This design comes from an exercise in tuning for small area on the open sky130 flow, not from production work. The RTL was checked by simulation tests, not by an equivalence proof against the original design. No driver is modelled on the clock port, so clock power and skew are understated where the tree is cut down; a real chip needs a root buffer or a tree. Power figures rest on the tool's default switching activity, not on a simulated workload.

## Elevator
module Elevator(input CLK,
					input rst,
					input [1:0] mode,
					input [3:0] request,
					output reg[3:0] currentFloor1,
					output reg[3:0] currentFloor2,
					output doorOpen1,
					output doorOpen2,
					output [3:0] listingLeds,
					output reg listBusy,
					output reg state);
==> module Elevator, before the edit <==
module Elevator(input CLK,
					input rst,
					input [1:0] mode,
					input [3:0] request,
					output reg[3:0] currentFloor1,
					output reg[3:0] currentFloor2,
					output doorOpen1,
					output doorOpen2,
					output [3:0] listingLeds,
					output reg listBusy,
					output reg state);
reg [3:0] t0, t1, t2, t3, t4, t5, t6, t7;
reg [2:0] cur;
reg [3:0] tgt1, tgt2;
assign doorOpen1 = currentFloor1 == tgt1;
assign doorOpen2 = currentFloor2 == tgt2;
wire [7:0] e = {t7 == 0, t6 == 0, t5 == 0, t4 == 0,
                t3 == 0, t2 == 0, t1 == 0, t0 == 0};
wire [7:0] m = {t7 == request, t6 == request, t5 == request, t4 == request,
                t3 == request, t2 == request, t1 == request, t0 == request};
reg [3:0] shown;
always @* begin
	case (cur)
	3'd0: shown = t0; 3'd1: shown = t1; 3'd2: shown = t2; 3'd3: shown = t3;
	3'd4: shown = t4; 3'd5: shown = t5; 3'd6: shown = t6; default: shown = t7;
	endcase
end
assign listingLeds = listBusy ? shown : 4'd0;
wire [8:0] ex = {1'b1, e};
wire lastShown = ex[cur + 4'd1];
wire busyN = listBusy ? !lastShown : (mode == 2'd1 && !e[0]);
wire idle = !busyN;
wire addC = mode == 2'd0 && !listBusy && m == 8'd0;
wire [7:0] fe = e & ~{e[6:0], 1'b0};
wire delC = mode == 2'd2 && idle;
wire [7:0] mp = {|m[7:0], |m[6:0], |m[5:0], |m[4:0], |m[3:0], |m[2:0], |m[1:0], m[0]};
wire [7:0] dsh = delC ? mp : 8'd0;
wire workC = mode == 2'd3 && idle;
wire stop = doorOpen1 && doorOpen2 && e[0];
wire take1 = workC && doorOpen1 && !e[0];
wire take2 = workC && doorOpen2 && (doorOpen1 ? !e[1] : !e[0]);
wire sh2 = take1 && take2;
wire sh1 = take1 ^ take2;
wire [3:0] tn1 = doorOpen1 ? t0 : tgt1;
wire [3:0] tn2 = doorOpen2 ? (doorOpen1 ? t1 : t0) : tgt2;
wire en1 = workC && !(doorOpen1 && e[0]);
wire en2 = workC && !(doorOpen2 && (doorOpen1 ? e[1] : e[0]));
wire up1 = tn1 > currentFloor1;
wire up2 = tn2 > currentFloor2;
wire stay1 = doorOpen1 && t0 == currentFloor1;
wire stay2 = doorOpen2 && (doorOpen1 ? t1 : t0) == currentFloor2;
wire [3:0] fn1 = stay1 ? currentFloor1 : up1 ? currentFloor1 + 4'd1 : currentFloor1 - 4'd1;
wire [3:0] fn2 = stay2 ? currentFloor2 : up2 ? currentFloor2 + 4'd1 : currentFloor2 - 4'd1;
function [3:0] nxt;
	input r;
	input [3:0] cur_, n1, n2;
	input s1, s2, add;
	begin
		nxt = {4{!r}} & (({4{!s1 && !s2}} & (cur_ | {4{add}} & request)) | ({4{s1}} & n1) | ({4{s2}} & n2));
	end
endfunction
always @(posedge CLK) begin
	t0 <= nxt(rst, t0, t1, t2, sh1 | dsh[0], sh2, addC & fe[0]);
	t1 <= nxt(rst, t1, t2, t3, sh1 | dsh[1], sh2, addC & fe[1]);
	t2 <= nxt(rst, t2, t3, t4, sh1 | dsh[2], sh2, addC & fe[2]);
	t3 <= nxt(rst, t3, t4, t5, sh1 | dsh[3], sh2, addC & fe[3]);
	t4 <= nxt(rst, t4, t5, t6, sh1 | dsh[4], sh2, addC & fe[4]);
	t5 <= nxt(rst, t5, t6, t7, sh1 | dsh[5], sh2, addC & fe[5]);
	t6 <= nxt(rst, t6, t7, 4'd0, sh1 | dsh[6], sh2, addC & fe[6]);
	t7 <= nxt(rst, t7, 4'd0, 4'd0, sh1 | dsh[7], sh2, addC & fe[7]);
	if (!listBusy) cur <= 3'd0;
	else cur <= cur + 3'd1;
	if (rst) begin
		listBusy <= 1'b0;
		currentFloor1 <= 4'd1;
		currentFloor2 <= 4'd1;
		tgt1 <= 4'd1;
		tgt2 <= 4'd1;
		state <= 1'b0;
	end else begin
		listBusy <= busyN;
		if (workC) state <= !stop;
		if (en1) begin
			tgt1 <= tn1;
			currentFloor1 <= fn1;
		end
		if (en2) begin
			tgt2 <= tn2;
			currentFloor2 <= fn2;
		end
	end
end
endmodule
Settings: LEC_CHECK=0, CAP_MARGIN=0, CORE_MARGIN=2, CORE_UTILIZATION=70, GPL_TIMING_DRIVEN=0, PLACE_DENSITY=0.85, SLEW_MARGIN=0; clock period 18.0 ns.
standard.sh (not shown) runs the stock make flow with config.mk's settings and CLKGATE_MAP_FILE= SYNTH_SCRIPT=/design/flow/synth_recipe.tcl, a recipe that flattens the netlist after the stock synthesis.
==> flow/flow/run.sh <==
#!/bin/bash
# Standard ORFS flow (the standard.sh) with these changes:
#  - synthesis maps the logic with an area-oriented ABC script (deepsyn, then
#    amap or nf) and without full-adder extraction. Several ABC random seeds
#    are tried, each in a synthesis run of its own (cand/N), and the seed with
#    the smallest cell area is used for the layout. The synthesis script
#    itself (synth_recipe.tcl) is unchanged, and so are the registers;
#  - ports are buffered with the smallest buffer (buf_1);
#  - the clock is distributed by two clkbuf_16, each fed by the clock port
#    and driving one half of the registers (flow/clock_tree.tcl, run after
#    CTS), in place of the tree that CTS builds.
set -euo pipefail

abc_script() {  # abc_script SEED MAPPER
  printf 'strash\n&get -n\n&st\n&deepsyn -T 60 -S %s\n' "$1"
  if [[ $2 == amap ]]; then
    printf '&put\namap\n'
  else
    printf '&dch -f\n&nf -a -R 1000 -C 32 -F 8 -A 8\n&put\n'
  fi
}

candidates=("1 amap" "2 amap" "3 amap" "4 amap" "5 amap" "6 amap" "7 amap" "8 amap" "9 amap" "10 amap" "1 nf" "2 nf" "3 nf" "4 nf" "5 nf" "6 nf")
rm -rf cand
mkdir -p cand
run_candidate() {
  local i=$1 d=$PWD/cand/$1
  mkdir -p "$d"
  cp -r "$FLOW_HOME/scripts" "$d/scripts"
  abc_script ${candidates[$i]} > "$d/scripts/abc_area.script"
  sed "s#WORK_HOME=[^ ]*#WORK_HOME=$d/orfs#" standard.sh > "$d/standard.sh"
  bash "$d/standard.sh" SCRIPTS_DIR="$d/scripts" ABC_AREA=1 ADDER_MAP_FILE= synth > "$d/synth.log" 2>&1 || true
}
for i in "${!candidates[@]}"; do
  run_candidate "$i" &
  if (( i % 4 == 3 )); then wait; fi
done
wait

best=""
best_area=""
for i in "${!candidates[@]}"; do
  stat=cand/$i/orfs/reports/sky130hd/Elevator/base/synth_stat.txt
  [[ -f $stat ]] || continue
  area=$(awk '/Chip area/ {print $NF}' "$stat")
  echo "candidate $i (${candidates[$i]}): $area" >> candidates.log
  if [[ -z $best ]] || awk -v a="$area" -v b="$best_area" 'BEGIN {exit !(a < b)}'; then
    best=$i
    best_area=$area
  fi
done
echo "best: candidate $best (${candidates[$best]}): $best_area" >> candidates.log

rm -rf scripts_area
cp -r "$FLOW_HOME/scripts" scripts_area
abc_script ${candidates[$best]} > scripts_area/abc_area.script
bash standard.sh SCRIPTS_DIR="$PWD/scripts_area" ABC_AREA=1 ADDER_MAP_FILE= synth > synth.log 2>&1
echo "layout synthesis: $(awk '/Chip area/ {print $NF}' orfs/reports/sky130hd/Elevator/base/synth_stat.txt)" >> candidates.log
rm -rf cand/*/scripts

CLOCK_CLUSTERS=2 CLOCK_BUFFER=sky130_fd_sc_hd__clkbuf_16 bash standard.sh \
  "BUFFER_PORTS_ARGS=-buffer_cell sky130_fd_sc_hd__buf_1" \
  "CTS_ARGS=-sink_clustering_enable -repair_clock_nets -dont_use_dummy_load -root_buf sky130_fd_sc_hd__clkbuf_8 -buf_list sky130_fd_sc_hd__clkbuf_8" \
  "POST_CTS_TCL=$PWD/flow/clock_tree.tcl" \
  > layout.log 2>&1
Other scripts of this flow, unchanged in this note and not shown: flow/flow/clock_tree.tcl
Edit:
--- a/flow/design.v
+++ b/flow/design.v
@@ -22,11 +22,11 @@
 reg [3:0] shown;
 always @* begin
 	case (cur)
-	3'd0: shown = t0; 3'd1: shown = t1; 3'd2: shown = t2; 3'd3: shown = t3;
+	3'd0: shown = listBusy ? t0 : 4'd0; 3'd1: shown = t1; 3'd2: shown = t2; 3'd3: shown = t3;
 	3'd4: shown = t4; 3'd5: shown = t5; 3'd6: shown = t6; default: shown = t7;
 	endcase
 end
-assign listingLeds = listBusy ? shown : 4'd0;
+assign listingLeds = shown;
 wire [8:0] ex = {1'b1, e};
 wire lastShown = ex[cur + 4'd1];
 wire busyN = listBusy ? !lastShown : (mode == 2'd1 && !e[0]);
@@ -52,24 +52,25 @@
 wire stay2 = doorOpen2 && (doorOpen1 ? t1 : t0) == currentFloor2;
 wire [3:0] fn1 = stay1 ? currentFloor1 : up1 ? currentFloor1 + 4'd1 : currentFloor1 - 4'd1;
 wire [3:0] fn2 = stay2 ? currentFloor2 : up2 ? currentFloor2 + 4'd1 : currentFloor2 - 4'd1;
+wire [3:0] addReq = addC ? request : 4'd0;
 function [3:0] nxt;
 	input r;
 	input [3:0] cur_, n1, n2;
-	input s1, s2, add;
+	input s1, s2;
 	begin
-		nxt = {4{!r}} & (({4{!s1 && !s2}} & (cur_ | {4{add}} & request)) | ({4{s1}} & n1) | ({4{s2}} & n2));
+		nxt = {4{!r}} & (({4{!s1 && !s2}} & cur_) | ({4{s1}} & (n1 | addReq)) | ({4{s2}} & n2));
 	end
 endfunction
 always @(posedge CLK) begin
-	t0 <= nxt(rst, t0, t1, t2, sh1 | dsh[0], sh2, addC & fe[0]);
-	t1 <= nxt(rst, t1, t2, t3, sh1 | dsh[1], sh2, addC & fe[1]);
-	t2 <= nxt(rst, t2, t3, t4, sh1 | dsh[2], sh2, addC & fe[2]);
-	t3 <= nxt(rst, t3, t4, t5, sh1 | dsh[3], sh2, addC & fe[3]);
-	t4 <= nxt(rst, t4, t5, t6, sh1 | dsh[4], sh2, addC & fe[4]);
-	t5 <= nxt(rst, t5, t6, t7, sh1 | dsh[5], sh2, addC & fe[5]);
-	t6 <= nxt(rst, t6, t7, 4'd0, sh1 | dsh[6], sh2, addC & fe[6]);
-	t7 <= nxt(rst, t7, 4'd0, 4'd0, sh1 | dsh[7], sh2, addC & fe[7]);
-	if (!listBusy) cur <= 3'd0;
+	t0 <= nxt(rst, t0, t1, t2, sh1 | dsh[0] | addC & fe[0], sh2);
+	t1 <= nxt(rst, t1, t2, t3, sh1 | dsh[1] | addC & fe[1], sh2);
+	t2 <= nxt(rst, t2, t3, t4, sh1 | dsh[2] | addC & fe[2], sh2);
+	t3 <= nxt(rst, t3, t4, t5, sh1 | dsh[3] | addC & fe[3], sh2);
+	t4 <= nxt(rst, t4, t5, t6, sh1 | dsh[4] | addC & fe[4], sh2);
+	t5 <= nxt(rst, t5, t6, t7, sh1 | dsh[5] | addC & fe[5], sh2);
+	t6 <= nxt(rst, t6, t7, 4'd0, sh1 | dsh[6] | addC & fe[6], sh2);
+	t7 <= nxt(rst, t7, 4'd0, 4'd0, sh1 | dsh[7] | addC & fe[7], sh2);
+	if (rst || !listBusy || !busyN) cur <= 3'd0;
 	else cur <= cur + 3'd1;
 	if (rst) begin
 		listBusy <= 1'b0;
Result: Maximum frequency went up by a few percent. Final cell count drops slightly. Synthesized area falls slightly. Setup slack is better by 200 ps. Total power is lower by about a fifth. Flip-flop and latch count is unchanged. Routed wire length came out higher by a few percent.
No run of this note takes its clock network from TritonCTS; it comes from the design's own scripts or RTL.

---

The RTL this note starts from:
==> flow/design.v <==
`timescale 1ns / 1ps
module Elevator(input CLK,
					input rst,
					input [1:0] mode,
					input [3:0] request,
					output reg[3:0] currentFloor1,
					output reg[3:0] currentFloor2,
					output reg doorOpen1,
					output reg doorOpen2,
					output [3:0] listingLeds,
					output reg listBusy,
					output reg state);
reg [3:0] t0, t1, t2, t3, t4, t5, t6, t7;
reg [2:0] cur;
reg [3:0] tgt1, tgt2;
wire [7:0] e = {t7 == 0, t6 == 0, t5 == 0, t4 == 0,
                t3 == 0, t2 == 0, t1 == 0, t0 == 0};
wire [7:0] m = {t7 == request, t6 == request, t5 == request, t4 == request,
                t3 == request, t2 == request, t1 == request, t0 == request};
reg [3:0] shown;
always @* begin
	case (cur)
	3'd0: shown = t0; 3'd1: shown = t1; 3'd2: shown = t2; 3'd3: shown = t3;
	3'd4: shown = t4; 3'd5: shown = t5; 3'd6: shown = t6; default: shown = t7;
	endcase
end
assign listingLeds = listBusy ? shown : 4'd0;
wire [8:0] ex = {1'b1, e};
wire lastShown = ex[cur + 4'd1];
wire busyN = listBusy ? !lastShown : (mode == 2'd1 && !e[0]);
wire idle = !busyN;
wire addC = mode == 2'd0 && !listBusy && e[7] && m == 8'd0;
wire [7:0] fe = e & ~{e[6:0], 1'b0};
wire delC = mode == 2'd2 && idle && request != 4'd0;
wire [7:0] mp = {|m[7:0], |m[6:0], |m[5:0], |m[4:0], |m[3:0], |m[2:0], |m[1:0], m[0]};
wire [7:0] dsh = delC ? mp : 8'd0;
wire workC = mode == 2'd3 && idle;
wire stop = doorOpen1 && doorOpen2 && e[0];
wire take1 = workC && doorOpen1 && !e[0];
wire take2 = workC && doorOpen2 && (doorOpen1 ? !e[1] : !e[0]);
wire sh2 = take1 && take2;
wire sh1 = take1 ^ take2;
wire [3:0] tn1 = doorOpen1 ? t0 : tgt1;
wire [3:0] tn2 = doorOpen2 ? (doorOpen1 ? t1 : t0) : tgt2;
wire en1 = workC && !(doorOpen1 && e[0]);
wire en2 = workC && !(doorOpen2 && (doorOpen1 ? e[1] : e[0]));
wire up1 = tn1 > currentFloor1;
wire up2 = tn2 > currentFloor2;
wire [3:0] fn1 = tn1 == currentFloor1 ? currentFloor1 : up1 ? currentFloor1 + 4'd1 : currentFloor1 - 4'd1;
wire [3:0] fn2 = tn2 == currentFloor2 ? currentFloor2 : up2 ? currentFloor2 + 4'd1 : currentFloor2 - 4'd1;
function [3:0] nxt;
	input r;
	input [3:0] cur_, n1, n2;
	input s1, s2, add;
	begin
		nxt = {4{!r}} & (({4{!s1 && !s2}} & (cur_ | {4{add}} & request)) | ({4{s1}} & n1) | ({4{s2}} & n2));
	end
endfunction
always @(posedge CLK) begin
	tgt1 <= tn1;
	t0 <= nxt(rst, t0, t1, t2, sh1 | dsh[0], sh2, addC & fe[0]);
	t1 <= nxt(rst, t1, t2, t3, sh1 | dsh[1], sh2, addC & fe[1]);
	t2 <= nxt(rst, t2, t3, t4, sh1 | dsh[2], sh2, addC & fe[2]);
	t3 <= nxt(rst, t3, t4, t5, sh1 | dsh[3], sh2, addC & fe[3]);
	t4 <= nxt(rst, t4, t5, t6, sh1 | dsh[4], sh2, addC & fe[4]);
	t5 <= nxt(rst, t5, t6, t7, sh1 | dsh[5], sh2, addC & fe[5]);
	t6 <= nxt(rst, t6, t7, 4'd0, sh1 | dsh[6], sh2, addC & fe[6]);
	t7 <= nxt(rst, t7, 4'd0, 4'd0, sh1 | dsh[7], sh2, addC & fe[7]);
	tgt2 <= tn2;
	if (!listBusy) cur <= 3'd0;
	else cur <= cur + 3'd1;
	if (rst) begin
		listBusy <= 1'b0;
		currentFloor1 <= 4'd1;
		currentFloor2 <= 4'd1;
		doorOpen1 <= 1'b1;
		doorOpen2 <= 1'b1;
		state <= 1'b0;
	end else begin
		listBusy <= busyN;
		if (workC) state <= !stop;
		if (en1) begin
			doorOpen1 <= fn1 == tn1;
			currentFloor1 <= fn1;
		end
		if (en2) begin
			doorOpen2 <= fn2 == tn2;
			currentFloor2 <= fn2;
		end
	end
end
endmodule
export LEC_CHECK = 0
export CAP_MARGIN = 0
export CORE_MARGIN = 2
export CORE_UTILIZATION = 70
export GPL_TIMING_DRIVEN = 0
export PLACE_DENSITY = 0.85
export SLEW_MARGIN = 0
create_clock -name core_clock -period 18.0 [get_ports {CLK}]
==> flow/flow/run.sh <==
#!/bin/bash
# Standard ORFS flow (the standard.sh) with three changes:
#  - synthesis maps the logic with an area-oriented ABC script
#    (flow/abc_area.script) and without full-adder extraction; the synthesis
#    script itself (synth_recipe.tcl) is unchanged, so are the registers;
#  - ports are buffered with the smallest buffer (buf_1);
#  - the clock tree is built from small clock buffers, without dummy loads.
set -euo pipefail
rm -rf scripts_area
cp -r "$FLOW_HOME/scripts" scripts_area
cp flow/abc_area.script scripts_area/abc_area.script
bash standard.sh SCRIPTS_DIR="$PWD/scripts_area" ABC_AREA=1 ADDER_MAP_FILE= synth > synth.log 2>&1
bash standard.sh \
  "BUFFER_PORTS_ARGS=-buffer_cell sky130_fd_sc_hd__buf_1" \
  "CTS_ARGS=-sink_clustering_enable -repair_clock_nets -dont_use_dummy_load -root_buf sky130_fd_sc_hd__clkbuf_8 -buf_list sky130_fd_sc_hd__clkbuf_8" \
  > layout.log 2>&1
==> flow/flow/abc_area.script <==
strash
&get -n
&st
&deepsyn -T 60
&dch -f
&nf -a -R 1000 -C 32 -F 8 -A 8
&put
Change:
--- a/flow/design.v
+++ b/flow/design.v
@@ -49,27 +49,19 @@
 wire [3:0] fn1 = tn1 == currentFloor1 ? currentFloor1 : up1 ? currentFloor1 + 4'd1 : currentFloor1 - 4'd1;
 wire [3:0] fn2 = tn2 == currentFloor2 ? currentFloor2 : up2 ? currentFloor2 + 4'd1 : currentFloor2 - 4'd1;
 function [3:0] nxt;
-	input r;
 	input [3:0] cur_, n1, n2;
 	input s1, s2, add;
 	begin
-		nxt = {4{!r}} & (({4{!s1 && !s2}} & (cur_ | {4{add}} & request)) | ({4{s1}} & n1) | ({4{s2}} & n2));
+		nxt = s2 ? n2 : s1 ? n1 : add ? request : cur_;
 	end
 endfunction
 always @(posedge CLK) begin
 	tgt1 <= tn1;
-	t0 <= nxt(rst, t0, t1, t2, sh1 | dsh[0], sh2, addC & fe[0]);
-	t1 <= nxt(rst, t1, t2, t3, sh1 | dsh[1], sh2, addC & fe[1]);
-	t2 <= nxt(rst, t2, t3, t4, sh1 | dsh[2], sh2, addC & fe[2]);
-	t3 <= nxt(rst, t3, t4, t5, sh1 | dsh[3], sh2, addC & fe[3]);
-	t4 <= nxt(rst, t4, t5, t6, sh1 | dsh[4], sh2, addC & fe[4]);
-	t5 <= nxt(rst, t5, t6, t7, sh1 | dsh[5], sh2, addC & fe[5]);
-	t6 <= nxt(rst, t6, t7, 4'd0, sh1 | dsh[6], sh2, addC & fe[6]);
-	t7 <= nxt(rst, t7, 4'd0, 4'd0, sh1 | dsh[7], sh2, addC & fe[7]);
 	tgt2 <= tn2;
 	if (!listBusy) cur <= 3'd0;
 	else cur <= cur + 3'd1;
 	if (rst) begin
+		{t0, t1, t2, t3, t4, t5, t6, t7} <= 32'd0;
 		listBusy <= 1'b0;
 		currentFloor1 <= 4'd1;
 		currentFloor2 <= 4'd1;
@@ -77,6 +69,14 @@
 		doorOpen2 <= 1'b1;
 		state <= 1'b0;
 	end else begin
+		t0 <= nxt(t0, t1, t2, sh1 | dsh[0], sh2, addC & fe[0]);
+		t1 <= nxt(t1, t2, t3, sh1 | dsh[1], sh2, addC & fe[1]);
+		t2 <= nxt(t2, t3, t4, sh1 | dsh[2], sh2, addC & fe[2]);
+		t3 <= nxt(t3, t4, t5, sh1 | dsh[3], sh2, addC & fe[3]);
+		t4 <= nxt(t4, t5, t6, sh1 | dsh[4], sh2, addC & fe[4]);
+		t5 <= nxt(t5, t6, t7, sh1 | dsh[5], sh2, addC & fe[5]);
+		t6 <= nxt(t6, t7, 4'd0, sh1 | dsh[6], sh2, addC & fe[6]);
+		t7 <= nxt(t7, 4'd0, 4'd0, sh1 | dsh[7], sh2, addC & fe[7]);
 		listBusy <= busyN;
 		if (workC) state <= !stop;
 		if (en1) begin
The changed run finished clean.
Worst hold slack degrades by 4.1 ps.
Synthesized area increases by a few percent.
Routed wire length goes up by a few percent.
Cell count came out higher by a few percent.
Register-to-register slack is worse by 440 ps.
Final area increases by a few percent.
Sequential power goes up by a quarter to a third.
Count of clock-buffer cells in the layout is unchanged.
Via count came out higher by a few percent.
Sequential share of layout area came out lower by 0.93 points.
Clock power came out higher by a few percent.
Fmax rises slightly.

static timing again, ports no longer ideal:
No port has a modelled driver above. Below, the same layouts with a new extraction and two added sets of constraints.
Step 1, drivers: a clkbuf_16 drives CLK and a buf_2 each remaining input, both assumed.
Step 2 adds t to the input delays and takes it off the output delays; t is the mean of the earliest and latest rising clock arrival at the registers after step 1. Input paths then give back, and output paths get back, about the clock's delay inside the block.
Slacks: ideal / step 1 / step 2; pairs: ideal / step 1.
run	t, ns	setup slack, ns	cell pins on the clock port's net
the first run of note 1	0.207	10.279 / 10.301 / 10.094	2
the second run of note 1	0.212	10.476 / 10.503 / 10.291	2
the first run of note 2	0.324	10.314 / 10.313 / 9.989	1
the second run of note 2	0.336	10.366 / 10.365 / 10.029	1
After both steps setup and hold are still met in every run listed. The setup slack of the second run of note 2, which loses most, moves by -0.001 ns with the drivers and by -0.337 ns with both steps.
